This design comes from an exercise in tuning for small area on the open sky130 flow, not from production work. The RTL was checked by simulation tests, not by an equivalence proof against the original design. The clock input has no modelled driver; a real chip could not lean on it and would need a root buffer or a full tree. Power figures rest on the tool's default switching activity, not on a simulated workload.

## run A
==> flow/design.v <==
`timescale 1 ps / 1 ps
module arbitor (
    input      clk,
    input      rst,
    input      link_initialized,
    input      iotx_tvalid,
    input      event_in_0,
    input      event_in_1,
    input      event_in_2,
    input      event_in_3,
    input      event_in_4,
    input      event_in_5,
    input      event_in_6,
    input      event_in_7,
    input      event_in_8,
    output     event_out_0,
    output     event_out_1,
    output     event_out_2,
    output     event_out_3,
    output     event_out_4,
    output     event_out_5,
    output     event_out_6,
    output     event_out_7,
    output     event_out_8
);
    reg  [3:0] q [0:8];    
    reg  [3:0] o_s;        
    reg  [7:0] flag;       
    reg        pop;        
    reg        dec;        
    wire [3:0] o = o_s ^ 4'd14;
    wire ready = ~(o[3] & o[1] & ~o[0]);
    wire [8:0] ev  = {event_in_8, event_in_7, event_in_6, event_in_5, event_in_4,
                      event_in_3, event_in_2, event_in_1, event_in_0};
    wire [8:0] act = ev | {1'b0, flag};
    wire [8:0] higher;
    assign higher[8] = 1'b0;
    genvar k;
    generate
        for (k = 7; k >= 0; k = k - 1) begin : g_hi
            assign higher[k] = higher[k+1] | act[k+1];
        end
    endgenerate
    wire any = higher[0] | act[0];
    wire [3:0] code;
    assign code[3] = act[8];
    assign code[2] = higher[3] & ~act[8];
    assign code[1] = higher[5] & ~act[8] | higher[1] & ~higher[3];
    assign code[0] = act[7] & ~act[8] | act[5] & ~higher[5] | act[3] & ~higher[3] | act[1] & ~higher[1];
    wire busy    = higher[5] | ev[5] | (|act[4:0]);
    wire empty   = o[3] & o[1];    
    wire replay  = ~iotx_tvalid & ~busy & ~pop & ~empty;
    wire full    = o[3] & ~o[1];
    wire blocked = replay & (o[3] | o[2] & o[1] & o[0]);    
    wire accept  = ready & any & ~blocked;
    always @(posedge clk) begin
        if (accept) begin
            q[0] <= code;
            q[1] <= q[0];
            q[2] <= q[1];
            q[3] <= q[2];
            q[4] <= q[3];
            q[5] <= q[4];
            q[6] <= q[5];
            q[7] <= q[6];
            q[8] <= q[7];
        end
    end
    always @(posedge clk or posedge rst) begin
        if (rst) begin
            o_s   <= 4'd0;
            flag  <= 8'd0;
            pop   <= 1'b0;
            dec   <= 1'b0;
        end else begin
            flag[4:0] <= {5{ready}} & act[4:0] & higher[4:0];
            flag[7:6] <= {2{ready}} & act[7:6] & higher[7:6];
            flag[5]   <= ready & act[5] & higher[5] | blocked & flag[5];
            pop <= replay;
            dec <= replay & ~accept;
            if (accept & ~dec & ~full | ~ready & link_initialized)
                o_s <= (o + 4'd1) ^ 4'd14;
            else if (dec & ~accept)
                o_s <= (o - 4'd1) ^ 4'd14;
        end
    end
    reg [3:0] head;
    always @* begin
        case (o[2:0])
            3'd0: head = q[0];
            3'd1: head = q[1];
            3'd2: head = q[2];
            3'd3: head = q[3];
            3'd4: head = q[4];
            3'd5: head = q[5];
            3'd6: head = q[6];
            default: head = q[7];
        endcase
        if (o[3])
            head = q[8];
    end
    assign event_out_0 = pop & (head == 4'd0);
    assign event_out_1 = pop & (head[2:0] == 3'd1);
    assign event_out_2 = pop & (head[2:0] == 3'd2);
    assign event_out_3 = pop & (head[2:0] == 3'd3);
    assign event_out_4 = pop & (head[2:0] == 3'd4);
    assign event_out_5 = pop & (head[2:0] == 3'd5);
    assign event_out_6 = pop & (head[2:0] == 3'd6);
    assign event_out_7 = pop & (head[2:0] == 3'd7);
    assign event_out_8 = pop & head[3];
endmodule
Settings: LEC_CHECK=0, ABC_AREA=1, CAP_MARGIN=0, CORE_MARGIN=2, CORE_UTILIZATION=60, SLEW_MARGIN=0; clock period 5.0 ns.
standard.sh (not shown) runs the stock make flow with config.mk's settings and CLKGATE_MAP_FILE= SYNTH_SCRIPT=/design/flow/synth_recipe.tcl, a recipe that flattens the netlist after the stock synthesis.
==> flow/flow/run.sh <==
#!/bin/bash
# Standard ORFS layout with these changes:
#  - ports are buffered with the smallest buffer (buf_1);
#  - after floorplan, the logic between registers is re-synthesised for area
#    with OpenROAD's restructure (registers untouched) and cells are sized
#    down; the later timing repair sizes up whatever needs it;
#  - after CTS, the clock tree's dummy loads and its root buffer are removed
#    (the clock port then drives the four leaf clock buffers), and leaf
#    buffers are sized down where the estimated clock slew stays low.
set -euo pipefail
here=$(pwd)
mkdir -p $here/rmp
export RMP_WORK_DIR=$here/rmp
export BUFFER_PORTS_ARGS="-buffer_cell sky130_fd_sc_hd__buf_1"
export POST_FLOORPLAN_TCL=$here/flow/post_floorplan.tcl
export POST_CTS_TCL=$here/flow/post_cts.tcl
export TRIM_CLOCK_PORT=clk
export SHRINK_CELLS="sky130_fd_sc_hd__clkbuf_4"
export SHRINK_MAX_SLEW=0.110
bash standard.sh > $here/standard.log 2>&1
Other scripts of this flow, unchanged in this note and not shown: flow/flow/downsize.tcl, flow/flow/post_cts.tcl, flow/flow/post_floorplan.tcl, flow/flow/shrink_leaves.tcl, flow/flow/trim_lib.py
Relative to run A, the following input files were edited for run B:
==> flow/design.v, changed modules only <==
module arbitor (
    input      clk,
    input      rst,
    input      link_initialized,
    input      iotx_tvalid,
    input      event_in_0,
    input      event_in_1,
    input      event_in_2,
    input      event_in_3,
    input      event_in_4,
    input      event_in_5,
    input      event_in_6,
    input      event_in_7,
    input      event_in_8,
    output     event_out_0,
    output     event_out_1,
    output     event_out_2,
    output     event_out_3,
    output     event_out_4,
    output     event_out_5,
    output     event_out_6,
    output     event_out_7,
    output     event_out_8
);
    reg  [3:0] q [0:8];    
    reg  [3:0] o;          
    reg  [7:0] flag;       
    reg        pop;        
    reg        dec;        
    wire ready = ~(o[3] & o[1] & ~o[0]);
    wire [8:0] ev  = {event_in_8, event_in_7, event_in_6, event_in_5, event_in_4,
                      event_in_3, event_in_2, event_in_1, event_in_0};
    wire [8:0] act = ev | {1'b0, flag};
    wire [8:0] higher;
    assign higher[8] = 1'b0;
    genvar k;
    generate
        for (k = 7; k >= 0; k = k - 1) begin : g_hi
            assign higher[k] = higher[k+1] | act[k+1];
        end
    endgenerate
    wire any = higher[0] | act[0];
    wire [3:0] code;
    assign code[3] = act[8];
    assign code[2] = higher[3] & ~act[8];
    assign code[1] = higher[5] & ~act[8] | higher[1] & ~higher[3];
    assign code[0] = act[7] & ~act[8] | act[5] & ~higher[5] | act[3] & ~higher[3] | act[1] & ~higher[1];
    wire busy    = higher[5] | ev[5] | (|act[4:0]);
    wire empty   = o[3] & o[1];    
    wire replay  = ~iotx_tvalid & ~busy & ~pop & ~empty;
    wire full    = o[3] & ~o[1];
    wire blocked = replay & (o[3] | o[2] & o[1] & o[0]);    
    wire accept  = ready & any & ~blocked;
    always @(posedge clk) begin
        if (accept) begin
            q[0] <= code;
            q[1] <= q[0];
            q[2] <= q[1];
            q[3] <= q[2];
            q[4] <= q[3];
            q[5] <= q[4];
            q[6] <= q[5];
            q[7] <= q[6];
            q[8] <= q[7];
        end
    end
    always @(posedge clk) begin
        flag[4:0] <= {5{ready}} & act[4:0] & higher[4:0];
        flag[7:6] <= {2{ready}} & act[7:6] & higher[7:6];
        flag[5]   <= ready & act[5] & higher[5] | blocked & flag[5];
        dec       <= replay & ~accept;
    end
    always @(posedge clk or posedge rst) begin
        if (rst) begin
            o     <= 4'd14;
            pop   <= 1'b0;
        end else begin
            pop <= replay;
            if (accept & ~dec & ~full | ~ready & link_initialized)
                o <= o + 4'd1;
            else if (dec & ~accept & ~empty)
                o <= o - 4'd1;
        end
    end
    reg [3:0] head;
    always @* begin
        case (o[2:0])
            3'd0: head = q[0];
            3'd1: head = q[1];
            3'd2: head = q[2];
            3'd3: head = q[3];
            3'd4: head = q[4];
            3'd5: head = q[5];
            3'd6: head = q[6];
            default: head = q[7];
        endcase
        if (o[3])
            head = q[8];
    end
    assign event_out_0 = pop & (head == 4'd0);
    assign event_out_1 = pop & (head[2:0] == 3'd1);
    assign event_out_2 = pop & (head[2:0] == 3'd2);
    assign event_out_3 = pop & (head[2:0] == 3'd3);
    assign event_out_4 = pop & (head[2:0] == 3'd4);
    assign event_out_5 = pop & (head[2:0] == 3'd5);
    assign event_out_6 = pop & (head[2:0] == 3'd6);
    assign event_out_7 = pop & (head[2:0] == 3'd7);
    assign event_out_8 = pop & head[3];
endmodule
## What came out
- [run B vs run A] global routing met1 resource utilization: lower in run B
- Cell area after synthesis in run B is about 0.3% higher than in run A
- In run B relative to run A, number of global-route vias before repair had gone down slightly.
- Compared with run A, run B shows a largest net degree at the start of global routing that is about 2.6% lower.
- Compared with run A, run B instantiates a smaller number of standard cells.
- Complex-gate fraction of the synthesized area, run A and run B, lower one = run A.
- Going from run A to run B, number of search-and-repair iterations in the first detailed-routing pass shrank by 3; maximum frequency shrank by 0.0078 GHz; wire length of the first global-routing pass shrank by 0.33%; placement-stage worst setup slack shrank by 0.26 ns.
- Summary of run B over run A: multi-input combinational gate total higher, share of the clock period used by the worst path after layout increased 2.3 points.
- Sequential logic power: run B vs run A — no meaningful difference
- Between run A and run B, sequential portion of the cell area is higher for run A, run B comes in under that.

==> port drivers added, routing unchanged <==
In the flow no input, the clock included, has a driving cell. The finished layouts below were timed again as built, in two steps.
Step 1 assumes that a clkbuf_16 drives the clock port and a buf_2 every other input.
Step 2, shift: input delay + t, output delay - t, t = (earliest + latest rising clock arrival at the registers) / 2. This alone moves slack from input paths to output paths.
a / b / c = no drivers / after step 1 / after step 2; a / b = the first two.
run | shift t [ns] | setup slack, ns | hold slack, ns
run A | 0.204 | 1.196 / 1.148 / 1.232 | 0.435 / 0.435 / 0.435
run B | 0.198 | 1.080 / 1.105 / 0.907 | 0.448 / 0.447 / 0.447
After both steps every run listed still meets setup and hold. The setup slack of run B, which loses most, moves by +0.025 ns with the drivers and by -0.173 ns with both steps.
